Source: an optimization exercise on an open RTL-to-GDS flow (aim: small area, a short achievable clock period and few clock cycles). Production flows keep margins and buffers that such runs may drop. Only simulation tests tie the RTL to the original design; equivalence was not proved. Power is estimated from default activity; no workload was simulated.

Design Tresholding, start of the top module:
module Tresholding(Go, P_Addr, P_Data, B_Addr, I_RW, I_En, O_RW, O_En, Done, T_Out, Clk, Rst);
	input Go;
	input [7:0] P_Data;
	output reg [16:0] P_Addr, B_Addr;
	output [7:0] T_Out;
	output I_RW, O_RW;
	output reg I_En, O_En, Done;
	input Clk, Rst;
	localparam K  = 10;          
	localparam L  = K + 4;       
	localparam NS = 320 / K;     
	localparam RW = 4;             
	assign I_RW = 1'b0;
	assign O_RW = 1'b1;
	reg         busy;            
	reg         run;             
	reg [RW-1:0] r;              
	reg [7:0]   cc;              
	reg [5:0]   s;               
	wire start   = Go & (~busy | Done);
	wire r_last  = (r == L-1);
	wire s_last  = (s == NS-1);
	wire c_end   = s_last ? (cc == 8'd241) : (cc == 8'd239);
	wire f_last  = r_last & s_last & (cc == 8'd241);
	wire rd_ok   = run & (cc < 8'd240) & ~((s == 0) & (r < 2)) & ~(s_last & (r >= L-2));
	wire ov      = run & (r >= 4) & ((cc >= 8'd2) | (s != 0));
	wire [1:0] otype = ~ov ? 2'd0 : ~r_last ? 2'd1 :
	                   ((cc == 8'd1) | (cc == 8'd241)) ? 2'd3 : 2'd2;
	always @(posedge Clk) begin
		if (Rst) begin
			busy <= 1'b0;
			run  <= 1'b0;
		end else begin
			if (start) begin
				busy <= 1'b1;
				run  <= 1'b1;
			end else begin
				if (Done) busy <= 1'b0;
				if (f_last) run <= 1'b0;
			end
		end
	end
	always @(posedge Clk) begin
		if (start) begin
			r  <= 0;
			cc <= 0;
			s  <= 0;
		end else if (run) begin
			if (r_last) begin
				r <= 0;
				if (c_end) begin
					cc <= 0;
					s  <= s + 1'b1;
				end else
					cc <= cc + 1'b1;
			end else
				r <= r + 1'b1;
		end
	end
	reg p_r0, p_c0;                  
	always @(posedge Clk) begin
		if (start) begin
			p_r0 <= 1'b1;
			p_c0 <= 1'b1;
		end else if (run) begin
			p_r0 <= r_last;
			p_c0 <= r_last & c_end;
		end
	end
	always @(posedge Clk) begin
		if (start)
			P_Addr <= 17'd479;
		else if (~p_r0)
			P_Addr <= P_Addr + 17'd240;
		else if (~p_c0)
			P_Addr <= P_Addr - (17'd240*(L-1) - 17'd1);
		else
			P_Addr <= P_Addr - 17'd959;
	end
	reg       rv, rvd;
  ...
Size in the first run: ~1900 cells after synthesis, about 700 flip-flops.
export LEC_CHECK = 0
export CAP_MARGIN = 20
export CORE_MARGIN = 2
export CORE_UTILIZATION = 40
export CTS_BUF_LIST = sky130_fd_sc_hd__clkbuf_8
export SETUP_SLACK_MARGIN = 5
export SLEW_MARGIN = 20
create_clock -name core_clock -period 8.0 [get_ports {Clk}]
standard.sh (not shown) runs the stock make flow with config.mk's settings and CLKGATE_MAP_FILE= SYNTH_SCRIPT=/design/flow/synth_recipe.tcl, a recipe that flattens the netlist after the stock synthesis.
==> flow/flow/run.sh <==
#!/bin/bash
# The standard layout, with ORFS's timing repair aiming at a larger setup
# margin and a clock tree without dummy loads.
bash standard.sh SETUP_SLACK_MARGIN=5.2 "CTS_ARGS=-sink_clustering_enable -repair_clock_nets -dont_use_dummy_load -buf_list sky130_fd_sc_hd__clkbuf_8 -sink_clustering_size 16 -sink_clustering_max_diameter 80 -root_buf sky130_fd_sc_hd__clkbuf_16" finish > standard.log 2>&1
Testbench counts at the start, summed over its fixed seeds: cycles 322,665.
Edit:
==> flow/flow/run.sh (replaced) <==
#!/bin/bash
# The standard layout, with ORFS's timing repair aiming at a larger setup
# margin and a clock tree without dummy loads.
bash standard.sh SETUP_SLACK_MARGIN=5.4 "CTS_ARGS=-sink_clustering_enable -repair_clock_nets -dont_use_dummy_load -buf_list sky130_fd_sc_hd__clkbuf_8 -sink_clustering_size 16 -sink_clustering_max_diameter 80 -root_buf sky130_fd_sc_hd__clkbuf_16" finish > standard.log 2>&1
Settings changed: CORE_UTILIZATION 40 to 55, PLACE_DENSITY from default to 0.75.
First-iteration DRC count rises by about 34%.
Worst hold slack is worse by 0.0030 ns.
Routed wire length rises by about 2%.
Via count rises by 1.3%.
Cell count falls by about 7.5%.
Edit:
==> flow/flow/run.sh (replaced) <==
#!/bin/bash
# The standard layout, with ORFS's timing repair aiming at a larger setup
# margin and a clock tree without dummy loads.
bash standard.sh SETUP_SLACK_MARGIN=5.3 "CTS_ARGS=-sink_clustering_enable -repair_clock_nets -dont_use_dummy_load -buf_list sky130_fd_sc_hd__clkbuf_8 -sink_clustering_size 16 -sink_clustering_max_diameter 80 -root_buf sky130_fd_sc_hd__clkbuf_16" finish > standard.log 2>&1
Settings changed: CORE_UTILIZATION 55 to 40, PLACE_DENSITY 0.75 to default.
Effect: Design area decreases by about 0.9%. Non-clock buffer count decreases by 16. Critical path depth stays the same. Total power decreases by 1.6%. Fmax increases by 0.76%. Die area increases by 37%. Clock power hardly moves. Clock-buffer cell count is unchanged. Final cell count increases by 8.2%.

---

AL:
The RTL this note starts from:
==> flow/design.v <==
`timescale 1 ns/1 ns
module Tresholding(Go, P_Addr, P_Data, B_Addr, I_RW, I_En, O_RW, O_En, Done, T_Out, Clk, Rst);
	input Go;
	input [7:0] P_Data;
	output reg [16:0] P_Addr, B_Addr;
	output [7:0] T_Out;
	output I_RW, O_RW;
	output reg I_En, O_En, Done;
	input Clk, Rst;
	localparam K  = 10;          
	localparam L  = K + 4;       
	localparam NS = 320 / K;     
	localparam RW = 4;             
	assign I_RW = 1'b0;
	assign O_RW = 1'b1;
	reg         busy;            
	reg         run;             
	reg [RW-1:0] r;              
	reg [7:0]   cc;              
	reg [5:0]   s;               
	wire start   = Go & (~busy | Done);
	wire r_last  = (r == L-1);
	wire s_last  = (s == NS-1);
	wire c_end   = s_last ? (cc == 8'd241) : (cc == 8'd239);
	wire f_last  = r_last & s_last & (cc == 8'd241);
	wire rd_ok   = run & (cc < 8'd240) & ~((s == 0) & (r < 2)) & ~(s_last & (r >= L-2));
	wire ov      = run & (r >= 4) & ((cc >= 8'd2) | (s != 0));
	wire [1:0] otype = ~ov ? 2'd0 : ~r_last ? 2'd1 :
	                   ((cc == 8'd1) | (cc == 8'd241)) ? 2'd3 : 2'd2;
	always @(posedge Clk) begin
		if (Rst) begin
			busy <= 1'b0;
			run  <= 1'b0;
		end else begin
			if (start) begin
				busy <= 1'b1;
				run  <= 1'b1;
			end else begin
				if (Done) busy <= 1'b0;
				if (f_last) run <= 1'b0;
			end
		end
	end
	always @(posedge Clk) begin
		if (start) begin
			r  <= 0;
			cc <= 0;
			s  <= 0;
		end else if (run) begin
			if (r_last) begin
				r <= 0;
				if (c_end) begin
					cc <= 0;
					s  <= s + 1'b1;
				end else
					cc <= cc + 1'b1;
			end else
				r <= r + 1'b1;
		end
	end
	reg p_r0, p_c0;                  
	always @(posedge Clk) begin
		if (start) begin
			p_r0 <= 1'b1;
			p_c0 <= 1'b1;
		end else if (run) begin
			p_r0 <= r_last;
			p_c0 <= r_last & c_end;
		end
	end
	always @(posedge Clk) begin
		if (start)
			P_Addr <= 17'd479;
		else if (~p_r0)
			P_Addr <= P_Addr + 17'd240;
		else if (~p_c0)
			P_Addr <= P_Addr - (17'd240*(L-1) - 17'd1);
		else
			P_Addr <= P_Addr - 17'd959;
	end
	reg       rv, rvd;
	reg [3:0] m1, m2, m3;            
	reg [1:0] ot1, ot2, ot3, ot4, ot5, ot6, ot7;
	always @(posedge Clk) begin
		if (Rst) begin
			I_En <= 1'b0;
			rv   <= 1'b0;
			rvd  <= 1'b0;
			ot1 <= 0; ot2 <= 0; ot3 <= 0; ot4 <= 0; ot5 <= 0; ot6 <= 0;
			O_En <= 1'b0;
			Done <= 1'b0;
		end else begin
			I_En <= rd_ok;
			rv   <= I_En;
			rvd  <= rv;
			ot1  <= otype;
			ot2  <= ot1;
			ot3  <= ot2;
			ot4  <= ot3;
			ot5  <= ot4;
			ot6  <= ot5;
			O_En <= (ot6 != 2'd0);
			Done <= (ot6 == 2'd3) & ~run;
		end
	end
	always @(posedge Clk) begin
		m1 <= {(cc == 8'd0) | (cc == 8'd1), (cc == 8'd1), (cc == 8'd2), (cc == 8'd2) | (cc == 8'd3)};
		m2 <= m1;
		m3 <= m2;
		ot7 <= ot6;
	end
	always @(posedge Clk) begin
		if (start)
			B_Addr <= 17'd0;
		else if (O_En) begin
			if (ot7 == 2'd1)
				B_Addr <= B_Addr + 17'd240;
			else if (ot7 == 2'd2)
				B_Addr <= B_Addr - (17'd240*(K-1) - 17'd1);
			else
				B_Addr <= B_Addr + 17'd1;
		end
	end
	localparam N = 4*L;
	reg [7:0] sr [0:N-1];
	reg [7:0] pd;                    
	wire [7:0] din = rvd ? pd : 8'd0;
	integer i;
	always @(posedge Clk) begin
		pd    <= P_Data;
		sr[0] <= din;
		for (i = 1; i < N; i = i + 1)
			sr[i] <= sr[i-1];
	end
	wire [7:0] x4 = m3[3] ? 8'd0 : din;
	wire [7:0] x3 = m3[2] ? 8'd0 : sr[L-1];
	wire [7:0] x2 = sr[2*L-1];
	wire [7:0] x1 = m3[1] ? 8'd0 : sr[3*L-1];
	wire [7:0] x0 = m3[0] ? 8'd0 : sr[4*L-1];
	reg [8:0]  a04, a13;
	reg [10:0] c7;
	always @(posedge Clk) begin
		a04 <= x0 + x4;
		a13 <= x1 + x3;
		c7  <= {x2, 3'b000} - x2;
	end
	wire [7:0] c2 = sr[2*L];         
	reg [12:0] G;
	reg [14:0] X3;
	always @(posedge Clk) begin
		G   <= a04 + {a13, 2'b00} + c7;
		X3  <= 15'd0 - {a13, 1'b0} - {c2, 3'b000};
	end
	wire [7:0] c3 = sr[2*L+1];       
	reg [12:0] H0;
	reg [14:0] H1, H3;
	always @(posedge Clk) begin
		H0 <= G;
		H1 <= {G, 2'b00} - {c3, 1'b0};
		H3 <= {G, 3'b000} - G + X3;
	end
	wire [7:0] c4 = sr[2*L+4];       
	reg [12:0] Q1;
	reg [14:0] Q2;
	reg [15:0] Q3, Q4;
	wire [17:0] acc = Q4 + H0 + {~c4, 8'd0};
	reg  t;
	always @(posedge Clk) begin
		Q1 <= H0;
		Q2 <= Q1 + H1;
		Q3 <= Q2 + H3;
		Q4 <= Q3 + H1;
		t  <= acc[17] | acc[16];
	end
	assign T_Out = {8{t}};
endmodule
export LEC_CHECK = 0
export CAP_MARGIN = 20
export CORE_MARGIN = 2
export CORE_UTILIZATION = 40
export CTS_BUF_LIST = sky130_fd_sc_hd__clkbuf_8
export SETUP_SLACK_MARGIN = 5
export SLEW_MARGIN = 20
create_clock -name core_clock -period 8.0 [get_ports {Clk}]
==> flow/flow/run.sh <==
#!/bin/bash
# The standard layout, with ORFS's timing repair aiming at a larger setup
# margin and a clock tree without dummy loads.
bash standard.sh SETUP_SLACK_MARGIN=5.3 "CTS_ARGS=-sink_clustering_enable -repair_clock_nets -dont_use_dummy_load -buf_list sky130_fd_sc_hd__clkbuf_8 -sink_clustering_size 20 -sink_clustering_max_diameter 70 -root_buf sky130_fd_sc_hd__clkbuf_16" finish > standard.log 2>&1
Testbench counts of AL, summed over its fixed seeds: cycles 322,665.
#### Input delta (TR over AL)
# AL
export LEC_CHECK = 0
export CAP_MARGIN = 20
export CORE_MARGIN = 2
export CORE_UTILIZATION = 40
export CTS_BUF_LIST = sky130_fd_sc_hd__clkbuf_8
export SETUP_SLACK_MARGIN = 5
export SLEW_MARGIN = 20
create_clock -name core_clock -period 8.0 [get_ports {Clk}]
# TR
export LEC_CHECK = 0
export CAP_MARGIN = 20
export CORE_MARGIN = 2
export CORE_UTILIZATION = 40
export CTS_BUF_LIST = sky130_fd_sc_hd__clkbuf_8
export PLACE_DENSITY = 0.8
export SETUP_SLACK_MARGIN = 5
export SLEW_MARGIN = 20
create_clock -name core_clock -period 8.0 [get_ports {Clk}]
==> flow/flow/run.sh <==
#!/bin/bash
# The standard layout, with ORFS's timing repair aiming at a larger setup
# margin and a clock tree without dummy loads.
bash standard.sh SETUP_SLACK_MARGIN=5.4 "CTS_ARGS=-sink_clustering_enable -repair_clock_nets -dont_use_dummy_load -buf_list sky130_fd_sc_hd__clkbuf_8 -sink_clustering_size 16 -sink_clustering_max_diameter 80 -root_buf sky130_fd_sc_hd__clkbuf_16" finish > standard.log 2>&1
Results
- TR vs AL: relative contribution of combinational cells to total power up
- When the final numbers for AL and TR were put side by side, the utilization of the core after routing turned out to be smaller in AL.
- Looking at AL and TR, the multi-input gate share of the layout cell area is a wash.
- Synthesis-to-finish area growth delta for TR relative to AL: 2.1 points higher
- Per the comparison of TR with AL, fraction of met3 tracks used by global routing up 0.32 points, routed via count went up by 3.4%.
- Cmp TR vs AL: worst-case setup margin in the final layout higher in TR
- Post-cts repair resize count (TR / AL): 1.2
- Compared with AL, TR is hungrier on power.

---

## try-violet
RTL: the design.v shown in full above, as it stands there.
==> flow/config.mk <==
export PLATFORM = sky130hd
export DESIGN_NAME = Tresholding
export DESIGN_NICKNAME = Tresholding
export VERILOG_FILES = /design/flow/design.v
export SDC_FILE = /design/flow/constraint.sdc
export NUM_CORES = 4
export LEC_CHECK = 0
export CAP_MARGIN = 20
export CORE_MARGIN = 2
export CORE_UTILIZATION = 40
export CTS_BUF_LIST = sky130_fd_sc_hd__clkbuf_8
export SETUP_SLACK_MARGIN = 5
export SLEW_MARGIN = 20
==> flow/constraint.sdc <==
create_clock -name core_clock -period 8.0 [get_ports {Clk}]
set_input_delay 1.6000 -clock core_clock [delete_from_list [all_inputs] [get_ports {Clk}]]
set_output_delay 1.6000 -clock core_clock [all_outputs]
set_load 0.01 [all_outputs]
==> flow/flow/run.sh <==
#!/bin/bash
# The standard layout, with ORFS's timing repair aiming at a larger setup
# margin and a clock tree without dummy loads.
bash standard.sh SETUP_SLACK_MARGIN=5.3 "CTS_ARGS=-sink_clustering_enable -repair_clock_nets -dont_use_dummy_load -buf_list sky130_fd_sc_hd__clkbuf_8 -sink_clustering_size 12 -sink_clustering_max_diameter 60 -root_buf sky130_fd_sc_hd__clkbuf_16" finish > standard.log 2>&1
try-violet ran to completion and came out clean on the timing, design-rule and antenna checks.
Testbench counts of try-violet, summed over its fixed seeds: cycles 322,665.
The inputs of try-cedar differ from those of try-violet as listed below.
==> flow/flow/run.sh <==
#!/bin/bash
# The standard layout, with ORFS's timing repair aiming at a larger setup
# margin and a clock tree without dummy loads.
bash standard.sh SETUP_SLACK_MARGIN=5.4 "CTS_ARGS=-sink_clustering_enable -repair_clock_nets -dont_use_dummy_load -buf_list sky130_fd_sc_hd__clkbuf_8 -sink_clustering_size 16 -sink_clustering_max_diameter 80 -root_buf sky130_fd_sc_hd__clkbuf_16" finish > standard.log 2>&1
Results
Of the two values seen for capturing element of the worst setup path, B_Addr[5] was produced by try-cedar and G[11] by try-violet.
Relative to try-violet, switching power summed over all nets decreased by 1.1% in try-cedar.
try-cedar against try-violet: clock-buffer cell count lower, highest clock rate now sits lower.
Both conditions hold for try-cedar: the flow ran to the end and the final layout passed the timing, design-rule and antenna checks.
diff inputs: try-cedar => try-harbor
==> flow/flow/run.sh <==
#!/bin/bash
# The standard layout, with ORFS's timing repair aiming at a larger setup
# margin and a clock tree without dummy loads.
bash standard.sh SETUP_SLACK_MARGIN=5.35 "CTS_ARGS=-sink_clustering_enable -repair_clock_nets -dont_use_dummy_load -buf_list sky130_fd_sc_hd__clkbuf_8 -sink_clustering_size 16 -sink_clustering_max_diameter 80 -root_buf sky130_fd_sc_hd__clkbuf_16" finish > standard.log 2>&1
Findings:
When try-harbor is measured against try-cedar, its signed area change from the synthesized netlist to the final layout turns out 0.64 points lower.
Final non-filler cell total: try-cedar vs try-harbor, no meaningful difference
Of try-harbor and try-cedar, it is try-harbor that has the lower via count.
Setup changes, try-harbor to try-xenon
==> flow/flow/run.sh <==
#!/bin/bash
# The standard layout, with ORFS's timing repair aiming at a larger setup
# margin and a clock tree without dummy loads.
bash standard.sh SETUP_SLACK_MARGIN=5.25 "CTS_ARGS=-sink_clustering_enable -repair_clock_nets -dont_use_dummy_load -buf_list sky130_fd_sc_hd__clkbuf_8 -sink_clustering_size 16 -sink_clustering_max_diameter 80 -root_buf sky130_fd_sc_hd__clkbuf_16" finish > standard.log 2>&1
Notes after the runs:
The flow did not stop early for try-xenon: all stages ran, and the layout cleared the timing, design-rule and antenna checks. try-harbor has lower register share of the cell area than try-xenon. Compared with try-harbor, try-xenon shows a data arrival time at the worst-slack endpoint that is 0.02 ns higher. | length in cells of the worst reg-to-reg path | higher: try-harbor |. On overall global routing resource usage, try-xenon and try-harbor are neck and neck. In terms of multi-input gate share of the layout cell area, try-xenon and try-harbor differ only marginally. In the reports for try-xenon and try-harbor, the smaller least setup slack across all paths after layout belongs to try-xenon. ~same worst hold slack in try-xenon and try-harbor.
Edits applied to the flow inputs when going from try-xenon to try-umber:
- SLEW_MARGIN changed from 20 to 10
- CAP_MARGIN changed from 20 to 10
==> flow/flow/run.sh <==
#!/bin/bash
# The standard layout, with ORFS's timing repair aiming at a larger setup
# margin and a clock tree without dummy loads.
bash standard.sh SETUP_SLACK_MARGIN=5.3 "CTS_ARGS=-sink_clustering_enable -repair_clock_nets -dont_use_dummy_load -buf_list sky130_fd_sc_hd__clkbuf_8 -sink_clustering_size 16 -sink_clustering_max_diameter 80 -root_buf sky130_fd_sc_hd__clkbuf_16" finish > standard.log 2>&1
--- outcome ---
- Comparing try-xenon against try-umber, there is no change at all in die area.
- Total via count in the routed design delta (try-xenon -> try-umber): insignificant
- As far as total global-route track usage is concerned, try-umber and try-xenon perform about the same.

-- afterwards: timing with drivers on the ports --
The flow's constraints put no driver on any port. The routed layouts listed below were extracted and timed again, unchanged, in two steps. Step 1 sets driving cells, clkbuf_16 on the clock port and buf_2 on the other inputs (assumed; they add their load-dependent delay and slew). Step 2 times the ports against the registers' clock, not the clock port: input delays grow and output delays shrink by t, the midpoint of the rising clock arrivals with the driver on. Slacks: ideal / step 1 / step 2; pairs: ideal / step 1.
run | shift t [ns] | setup slack, ns | slew at the worst register clock pin (ns) | worst data-port slew with drivers (ns)
the first run of note 1 | 0.584 | 5.250 / 5.195 / 4.772 | 0.11 / 0.11 | 0.03
the second run of note 1 | 0.587 | 5.319 / 5.267 / 4.799 | 0.11 / 0.11 | 0.03
the third run of note 1 | 0.585 | 5.339 / 5.284 / 4.834 | 0.11 / 0.11 | 0.03
AL | 0.590 | 5.328 / 5.272 / 4.781 | 0.12 / 0.12 | 0.03
TR | 0.592 | 5.341 / 5.288 / 4.923 | 0.11 / 0.11 | 0.05
try-violet | 0.597 | 5.352 / 5.298 / 4.815 | 0.09 / 0.09 | 0.04
try-cedar | 0.584 | 5.337 / 5.281 / 4.901 | 0.11 / 0.11 | 0.03
try-harbor | 0.585 | 5.332 / 5.277 / 4.836 | 0.10 / 0.10 | 0.03
try-xenon | 0.583 | 5.308 / 5.253 / 4.769 | 0.11 / 0.11 | 0.03
try-umber | 0.585 | 5.339 / 5.284 / 4.834 | 0.11 / 0.11 | 0.03
After both steps every run listed still meets setup and hold. For AL, which loses most, drivers alone change the setup slack by -0.056 ns; drivers and shift together by -0.547 ns.
